What follows belongs to an exercise in optimizing a design on an open flow for small area; a production flow would make more cautious choices. Where RTL was checked, it was by simulation tests only, not by an equivalence proof against the original. The clock port is modelled as an ideal driver, which makes a skipped or thinned clock tree look cheaper than it is; a real chip needs a root buffer or a tree.

==> build 74: inputs <==
==> flow/design.v <==
module conectBox(iResetn, iClock, nextStep, up, down, left, right, oX, oY, oColour, oPlot);
input iResetn, iClock, nextStep, up, down, left, right;
output oPlot;
output [7:0] oX;
output [6:0] oY;
output [5:0] oColour;
localparam RUN=2'd0, IDLE=2'd1, WAIT=2'd2;
reg [7:0] cx;
reg [6:0] cy;
reg erase, pend;
reg [1:0] r;
reg [1:0] ph;
reg [3:0] xc;
reg [3:0] yc;
function [7:0] add8; input [7:0] a; input [7:0] b; integer i; reg c;
  begin c = 1'b0; for (i = 0; i < 8; i = i + 1) begin add8[i] = a[i] ^ b[i] ^ c; c = (a[i] & b[i]) | (c & (a[i] ^ b[i])); end end
endfunction
function [6:0] add7; input [6:0] a; input [6:0] b; integer i; reg c;
  begin c = 1'b0; for (i = 0; i < 7; i = i + 1) begin add7[i] = a[i] ^ b[i] ^ c; c = (a[i] & b[i]) | (c & (a[i] ^ b[i])); end end
endfunction
function [3:0] inc4; input [3:0] a; input ci; integer i; reg c;
  begin c = ci; for (i = 0; i < 4; i = i + 1) begin inc4[i] = a[i] ^ c; c = a[i] & c; end end
endfunction
wire body = ~r[1] & ~r[0];
wire face = ~r[1] & r[0];
wire r3 = r[1] & ~r[0];
wire [3:0] xl = {face, 1'b0, ~r[1], 1'b1};
wire [3:0] yl = {~r[1], 1'b0, body, 1'b1};
wire run = (ph == RUN);
wire x15 = (xc == 4'd15);
wire rowend = run & (xc == xl);
wire last = (yc == yl);
reg [7:0] dx;
reg [6:0] dy;
reg [1:0] phn;
reg [3:0] xcn;
reg [3:0] ycn;
reg start;
always @(*) begin
  dx = 8'd0; dy = 7'd0; phn = ph; start = 1'b0;
  xcn = inc4(xc, 1'b1);
  ycn = inc4(yc, run ? rowend : x15);
  case (ph)
    RUN: begin
      if (rowend) begin
        if (last) begin phn = IDLE; xcn = 4'd15; end
        else begin dx = -{4'd0, xl}; dy = 7'd1; xcn = 4'd0; end
      end else if (!x15) dx = 8'd1;
    end
    IDLE: begin
      if (x15) begin
        if (r3 & ~erase) phn = WAIT;
        case (r)
          2'b00: begin dx = -8'd7; dy = -7'd22; end
          2'b01: begin dx = -8'd9; dy = -7'd6; end
          2'b11: begin dx = 8'd4; dy = -7'd1; end
          default: begin dx = -8'd4; dy = 7'd7; end
        endcase
      end
      if (xc == 4'd1 && r3 && erase) begin
        if (up) dy = -7'd3;
        else if (down) dy = 7'd3;
        else if (right) dx = 8'd3;
        else if (left) dx = -8'd3;
      end
      if (xc == {1'b0, r3, ~r3, r3}) begin
        phn = RUN; start = 1'b1; xcn = 4'd15; ycn = 4'd0;
      end
    end
    default: begin
      if (yc[2:0] == 3'd1 && xc == 4'd5 && (nextStep || pend)) begin
        phn = IDLE; xcn = 4'd3;
      end
    end
  endcase
end
assign oPlot = run | ((ph == IDLE) & x15);
assign oX = cx;
assign oY = cy;
assign oColour = (erase | r[1]) ? 6'b111111 : (r[0] ? 6'b111100 : 6'b101011);
always @(posedge iClock) yc <= ycn;
always @(posedge iClock) begin
  if (!iResetn) begin
    cx <= 8'd24; cy <= 7'd31;
    erase <= 1'b1; pend <= 1'b1;
    r <= 2'b10; ph <= IDLE; xc <= 4'd2;
  end else begin
    cx <= add8(cx, dx);
    cy <= add7(cy, dy);
    ph <= phn;
    xc <= xcn;
    if (start) begin
      r <= {r[0], ~r[1]};
      if (r3) begin
        erase <= ~erase;
        if (erase) pend <= ~pend;
      end
    end
  end
end
endmodule
==> flow/flow/run.sh <==
#!/bin/bash
# The standard layout (standard.sh) with two changes:
#  - synthesis is ORFS's synthesis exactly as standard.sh runs it, except that
#    ABC maps the logic between the registers with an area-oriented script
#    (flow/abc_area_iter.script); registers and their names are unchanged;
#  - the port buffers are made from the smallest buffer cell.
set -euo pipefail
here=$(pwd)
mkdir -p mysynth
# ORFS's synth.tcl with only the ABC script replaced
sed "s|log_cmd abc {\*}\$abc_args|log_cmd abc -script $here/flow/abc_area_iter.script {*}[lrange \$abc_args 2 end]|" \
  "$FLOW_HOME/scripts/synth.tcl" > mysynth/synth.tcl
grep -q "abc_area_iter.script" mysynth/synth.tcl
# The standard flow's synthesis script, sourcing that copy
sed "s|source \$::env(SCRIPTS_DIR)/synth.tcl|source $here/mysynth/synth.tcl|" synth_recipe.tcl > mysynth/synth_recipe.tcl
grep -q "mysynth/synth.tcl" mysynth/synth_recipe.tcl
sed "s|SYNTH_SCRIPT=[^ ]*|SYNTH_SCRIPT=$here/mysynth/synth_recipe.tcl|" standard.sh > mysynth/standard.sh
grep -q "mysynth/synth_recipe.tcl" mysynth/standard.sh
export CTS_ARGS="-repair_clock_nets -buf_list sky130_fd_sc_hd__clkbuf_8 -root_buf sky130_fd_sc_hd__clkbuf_8 -dont_use_dummy_load"
export BUFFER_PORTS_ARGS="-buffer_cell sky130_fd_sc_hd__buf_1"
bash mysynth/standard.sh > standard.log 2>&1
==> flow/flow/abc_area_iter.script <==
strash
dc2
&get -n
&st
&dch -f
&nf -R 1000
&put
strash
dc2
&get -n
&st
&dch -f
&nf -R 1000
&put
topo
==> flow/standard.sh <==
#!/bin/bash
# synth_recipe.tcl (not shown) runs the flow's synth.tcl, then flattens the netlist and writes it again
# the make line also repeats each setting of config.mk as NAME=value (left out here)
make -C /OpenROAD-flow-scripts/flow DESIGN_CONFIG=/design/flow/config.mk WORK_HOME=/design/flow/orfs CLKGATE_MAP_FILE= SYNTH_SCRIPT=/design/flow/synth_recipe.tcl "${@:-finish}"
==> flow/config.mk <==
export PLATFORM = sky130hd
export DESIGN_NAME = conectBox
export DESIGN_NICKNAME = conectBox
export VERILOG_FILES = /design/flow/design.v
export SDC_FILE = /design/flow/constraint.sdc
export NUM_CORES = 4
export LEC_CHECK = 0
export CAP_MARGIN = 20
export CORE_MARGIN = 2
export CORE_UTILIZATION = 40
export CTS_BUF_LIST = sky130_fd_sc_hd__clkbuf_4
export CTS_CLUSTER_DIAMETER = 500
export CTS_CLUSTER_SIZE = 50
export SLEW_MARGIN = 20
==> flow/constraint.sdc <==
create_clock -name core_clock -period 5.0 [get_ports {iClock}]
set_input_delay 1.0000 -clock core_clock [delete_from_list [all_inputs] [get_ports {iClock}]]
set_output_delay 1.0000 -clock core_clock [all_outputs]
set_load 0.01 [all_outputs]
==> build 5: changes against build 74 <==
==> flow/flow/run.sh (replaced) <==
#!/bin/bash
# The standard layout (standard.sh) with these changes:
#  - synthesis is ORFS's synthesis exactly as standard.sh runs it, except that
#    adders are left to ABC (no extract_fa) and ABC maps the logic between the
#    registers with an area-oriented script (flow/abc_area.script); the
#    registers and their names are unchanged;
#  - the port buffers are made from the smallest buffer cell;
#  - timing-driven global placement does not keep its trial buffers.
set -euo pipefail
here=$(pwd)
mkdir -p mysynth
# ORFS's synth.tcl with only the ABC script replaced
sed "s|log_cmd abc {\*}\$abc_args|log_cmd abc -script $here/flow/abc_area.script {*}[lrange \$abc_args 2 end]|" \
  "$FLOW_HOME/scripts/synth.tcl" | sed "s/^  extract_fa {\*}\[dont_use_extract_fa_args\]/  # extract_fa skipped/" > mysynth/synth.tcl
grep -q "extract_fa skipped" mysynth/synth.tcl
grep -q "flow/abc_area.script" mysynth/synth.tcl
# The standard flow's synthesis script, sourcing that copy
sed "s|source \$::env(SCRIPTS_DIR)/synth.tcl|source $here/mysynth/synth.tcl|" synth_recipe.tcl > mysynth/synth_recipe.tcl
grep -q "mysynth/synth.tcl" mysynth/synth_recipe.tcl
sed "s|SYNTH_SCRIPT=[^ ]*|SYNTH_SCRIPT=$here/mysynth/synth_recipe.tcl|" standard.sh > mysynth/standard.sh
grep -q "mysynth/synth_recipe.tcl" mysynth/standard.sh
export BUFFER_PORTS_ARGS="-buffer_cell sky130_fd_sc_hd__buf_1"
export CTS_ARGS="-sink_clustering_enable -repair_clock_nets -buf_list sky130_fd_sc_hd__clkbuf_4 -sink_clustering_size 50 -sink_clustering_max_diameter 500 -dont_use_dummy_load"
export GPL_KEEP_OVERFLOW=0
export POST_CTS_TCL=$here/flow/noroot.tcl
bash mysynth/standard.sh > standard.log 2>&1
==> flow/flow/abc_area.script (new file) <==
strash
&get -n
&deepsyn -T 60
&put
strash
dch -f
amap
topo
==> flow/flow/noroot.tcl (new file) <==
set block [ord::get_db_block]
set clkport_net [$block findNet iClock]
set roots {}
foreach it [$clkport_net getITerms] {
  lappend roots [$it getInst]
}
if { [llength $roots] != 1 } {
  puts "noroot: clock port drives [llength $roots] pins, tree left as it is"
} else {
  set root [lindex $roots 0]
  set rootnet [[$root findITerm X] getNet]
  set leaves {}
  set ok 1
  foreach it [$rootnet getITerms] {
    set inst [$it getInst]
    if { $inst == $root } { continue }
    if { [[$it getMTerm] getName] != "A" || ![string match "sky130_fd_sc_hd__clkbuf_*" [[$inst getMaster] getName]] } { set ok 0 }
    lappend leaves $it
  }
  if { !$ok || [llength $leaves] > 4 || [llength $leaves] < 1 } {
    puts "noroot: root drives [llength $leaves] loads that are not all clock buffers, tree left as it is"
  } else {
    foreach it $leaves {
      $it disconnect
      $it connect $clkport_net
    }
    [$root findITerm A] disconnect
    [$root findITerm X] disconnect
    odb::dbInst_destroy $root
    odb::dbNet_destroy $rootnet
    puts "noroot: removed clock root buffer, clock port now drives [llength $leaves] leaf buffers"
    estimate_parasitics -placement
  }
}
removed: flow/flow/abc_area_iter.script
==> build 38: changes against build 74 <==
==> flow/design.v (replaced) <==
module conectBox(iResetn, iClock, nextStep, up, down, left, right, oX, oY, oColour, oPlot);
input iResetn, iClock, nextStep, up, down, left, right;
output oPlot;
output [7:0] oX;
output [6:0] oY;
output [5:0] oColour;
localparam PRE=3'd0, RUN=3'd1, POST=3'd2, GAP=3'd3, TAIL=3'd4, GO=3'd5;
reg [7:0] cx;
reg [6:0] cy;
reg erase, pend;
reg [1:0] r;
reg [2:0] ph;
reg [3:0] xc;
reg [3:0] yc;
wire [3:0] xl = (r == 2'd0) ? 4'd3 : (r == 2'd1) ? 4'd11 : 4'd1;
wire [3:0] yl = (r == 2'd0) ? 4'd11 : (r == 2'd1) ? 4'd9 : 4'd1;
function [7:0] add8; input [7:0] a; input [7:0] b; integer i; reg c;
  begin c = 1'b0; for (i = 0; i < 8; i = i + 1) begin add8[i] = a[i] ^ b[i] ^ c; c = (a[i] & b[i]) | (c & (a[i] ^ b[i])); end end
endfunction
function [6:0] add7; input [6:0] a; input [6:0] b; integer i; reg c;
  begin c = 1'b0; for (i = 0; i < 7; i = i + 1) begin add7[i] = a[i] ^ b[i] ^ c; c = (a[i] & b[i]) | (c & (a[i] ^ b[i])); end end
endfunction
function [3:0] inc4; input [3:0] a; input ci; integer i; reg c;
  begin c = ci; for (i = 0; i < 4; i = i + 1) begin inc4[i] = a[i] ^ c; c = a[i] & c; end end
endfunction
wire run = (ph == RUN);
wire rowend = run ? (xc == xl) : (xc == 4'd15);
wire [3:0] xcn = (run & rowend) ? 4'd0 : inc4(xc, 1'b1);
wire [3:0] ycn = inc4(yc, rowend);
reg [7:0] dx;
reg [6:0] dy;
reg [2:0] phn;
reg ld0, rinc, etog, mv;
always @(*) begin
  dx = 8'd0; dy = 7'd0; phn = ph; ld0 = 1'b0; rinc = 1'b0; etog = 1'b0; mv = 1'b0;
  case (ph)
    PRE: begin phn = RUN; ld0 = 1'b1; end
    RUN: begin
      if (rowend) begin
        if (yc == yl) phn = POST;
        else begin dx = -{4'd0, xl}; dy = 7'd1; end
      end else dx = 8'd1;
    end
    POST: begin
      ld0 = 1'b1;
      phn = (r == 2'd3) ? TAIL : GAP;
      case (r)
        2'd0: begin dx = -8'd7; dy = -7'd22; end
        2'd1: begin dx = -8'd9; dy = -7'd6; end
        2'd2: begin dx = 8'd4; dy = -7'd1; end
        default: begin dx = -8'd4; dy = 7'd7; end
      endcase
    end
    GAP: if (xc == 4'd2) begin phn = PRE; ld0 = 1'b1; rinc = 1'b1; end
    TAIL: begin
      if (erase) begin
        if (xc == 4'd1) begin
          phn = GO; ld0 = 1'b1; etog = 1'b1; mv = 1'b1;
          if (up) dy = -7'd3;
          else if (down) dy = 7'd3;
          else if (right) dx = 8'd3;
          else if (left) dx = -8'd3;
        end
      end else if ({yc[2:0], xc} == 7'd101 && (nextStep || pend)) begin
        phn = GO; ld0 = 1'b1; etog = 1'b1;
      end
    end
    default: if (xc == 4'd3) begin phn = PRE; ld0 = 1'b1; rinc = 1'b1; end
  endcase
end
assign oPlot = (ph == PRE) | (ph == RUN) | (ph == POST);
assign oX = cx;
assign oY = cy;
assign oColour = (erase | r[1]) ? 6'b111111 : (r[0] ? 6'b111100 : 6'b101011);
always @(posedge iClock) begin
  if (!iResetn) begin
    cx <= 8'd24; cy <= 7'd31;
    erase <= 1'b0; pend <= 1'b0;
    r <= 2'd3; ph <= GO; xc <= 4'd0; yc <= 4'd0;
  end else begin
    cx <= add8(cx, dx);
    cy <= add7(cy, dy);
    ph <= phn;
    if (rinc) r <= r + 2'd1;
    if (etog) erase <= ~erase;
    if (mv) pend <= ~pend;
    if (ld0) begin
      xc <= {3'd0, (ph == TAIL) & ~erase};
      yc <= 4'd0;
    end else begin
      xc <= xcn;
      yc <= ycn;
    end
  end
end
endmodule
==> flow/run.sh (new file) <==
#!/bin/bash
# synth_recipe.tcl (not shown) runs the flow's synth.tcl, then flattens the netlist and writes it again
# the make line also repeats each setting of config.mk as NAME=value (left out here)
make -C /OpenROAD-flow-scripts/flow DESIGN_CONFIG=/design/flow/config.mk WORK_HOME=/design/flow/orfs CLKGATE_MAP_FILE= SYNTH_SCRIPT=/design/flow/synth_recipe.tcl finish
removed: flow/flow/run.sh
removed: flow/flow/abc_area_iter.script
removed: flow/standard.sh
==> out/metrics.yaml <==
grt_util_all_layers_pct: 16.5
clock_sinks: 29
area_growth_pct: 13.9
status: "timing/DRC/antenna clean"
synth-xor-area-share_pct: 3.79
synthMuxAreaShare_pct: 0.619
worst-r2r-setup-slack_ns: 0.37
maxSlewHeadroom_pct: 30.0
hold_end: "pend$_SDFFE_PN1P_"
synth_top_family_by_area: "simple AND/OR/NAND/NOR gates"
# the run above: build 74

==> out/metrics.yaml <==
synthMuxAreaShare_pct: 0
grt_util_all_layers_pct: 18.3
area_growth_pct: 10.7
maxSlewHeadroom_pct: 54.4
clock_sinks: 29
status: "timing/DRC/antenna clean"
synth_top_family_by_area: "compound AO/OA/AOI/OAI gates"
hold_end: "cy[6]$_SDFF_PN0_"
# the run above: build 5

==> out/metrics.yaml <==
area_growth_pct: 15.1
hold_end: "pend$_SDFFE_PN0P_"
drt_first_iter_violations: 107
maxSlewHeadroom_pct: 63.9
synth-xor-area-share_pct: 3.96
status: "timing/DRC/antenna clean"
grt_util_all_layers_pct: 16.8
synth_top_area_share_pct: 30.2
worstPathCellList: "inv_1 > ha_1 > xor2_1 > o31ai_4 > nand3_1 > nand2_1 > nand3_1 > ha_1 > inv_1 > fa_1 > inv_1 > fa_1 > fa_1 > fa_1 > fa_1 > fa_1 > xor2_1 > or2_2 > mux2i_1"
synthMuxAreaShare_pct: 1.07
crit_start: "r[0]$_SDFFE_PN1P_"
dr_total_vias: 1446
# the run above: build 38

The RTL of build 38 was laid out without a check of its function.

## what the ideal ports hide
How much do the figures lean on ideal ports? The routed layouts below were timed once more, with nothing changed but the port constraints.
Step 1 sets driving cells, clkbuf_16 on the clock port and buf_2 on the other inputs (assumed; they add their load-dependent delay and slew).
Step 2, shift: input delay + t, output delay - t, t = (earliest + latest rising clock arrival at the registers) / 2. This alone moves slack from input paths to output paths.
Slacks: ideal / step 1 / step 2; pairs: ideal / step 1.
run	t (ns)	setup WS [ns]	latest minus earliest clock arrival (ns)
build 74	0.295	0.368 / 0.369 / 0.281	0.010 / 0.010
build 5	0.188	0.953 / 0.953 / 0.953	0.007 / 0.007
build 38	0.356	0.335 / 0.335 / 0.152	0.009 / 0.009
After both steps every run listed still meets setup and hold. For build 38, which loses most, drivers alone change the setup slack by 0.000 ns; drivers and shift together by -0.183 ns.
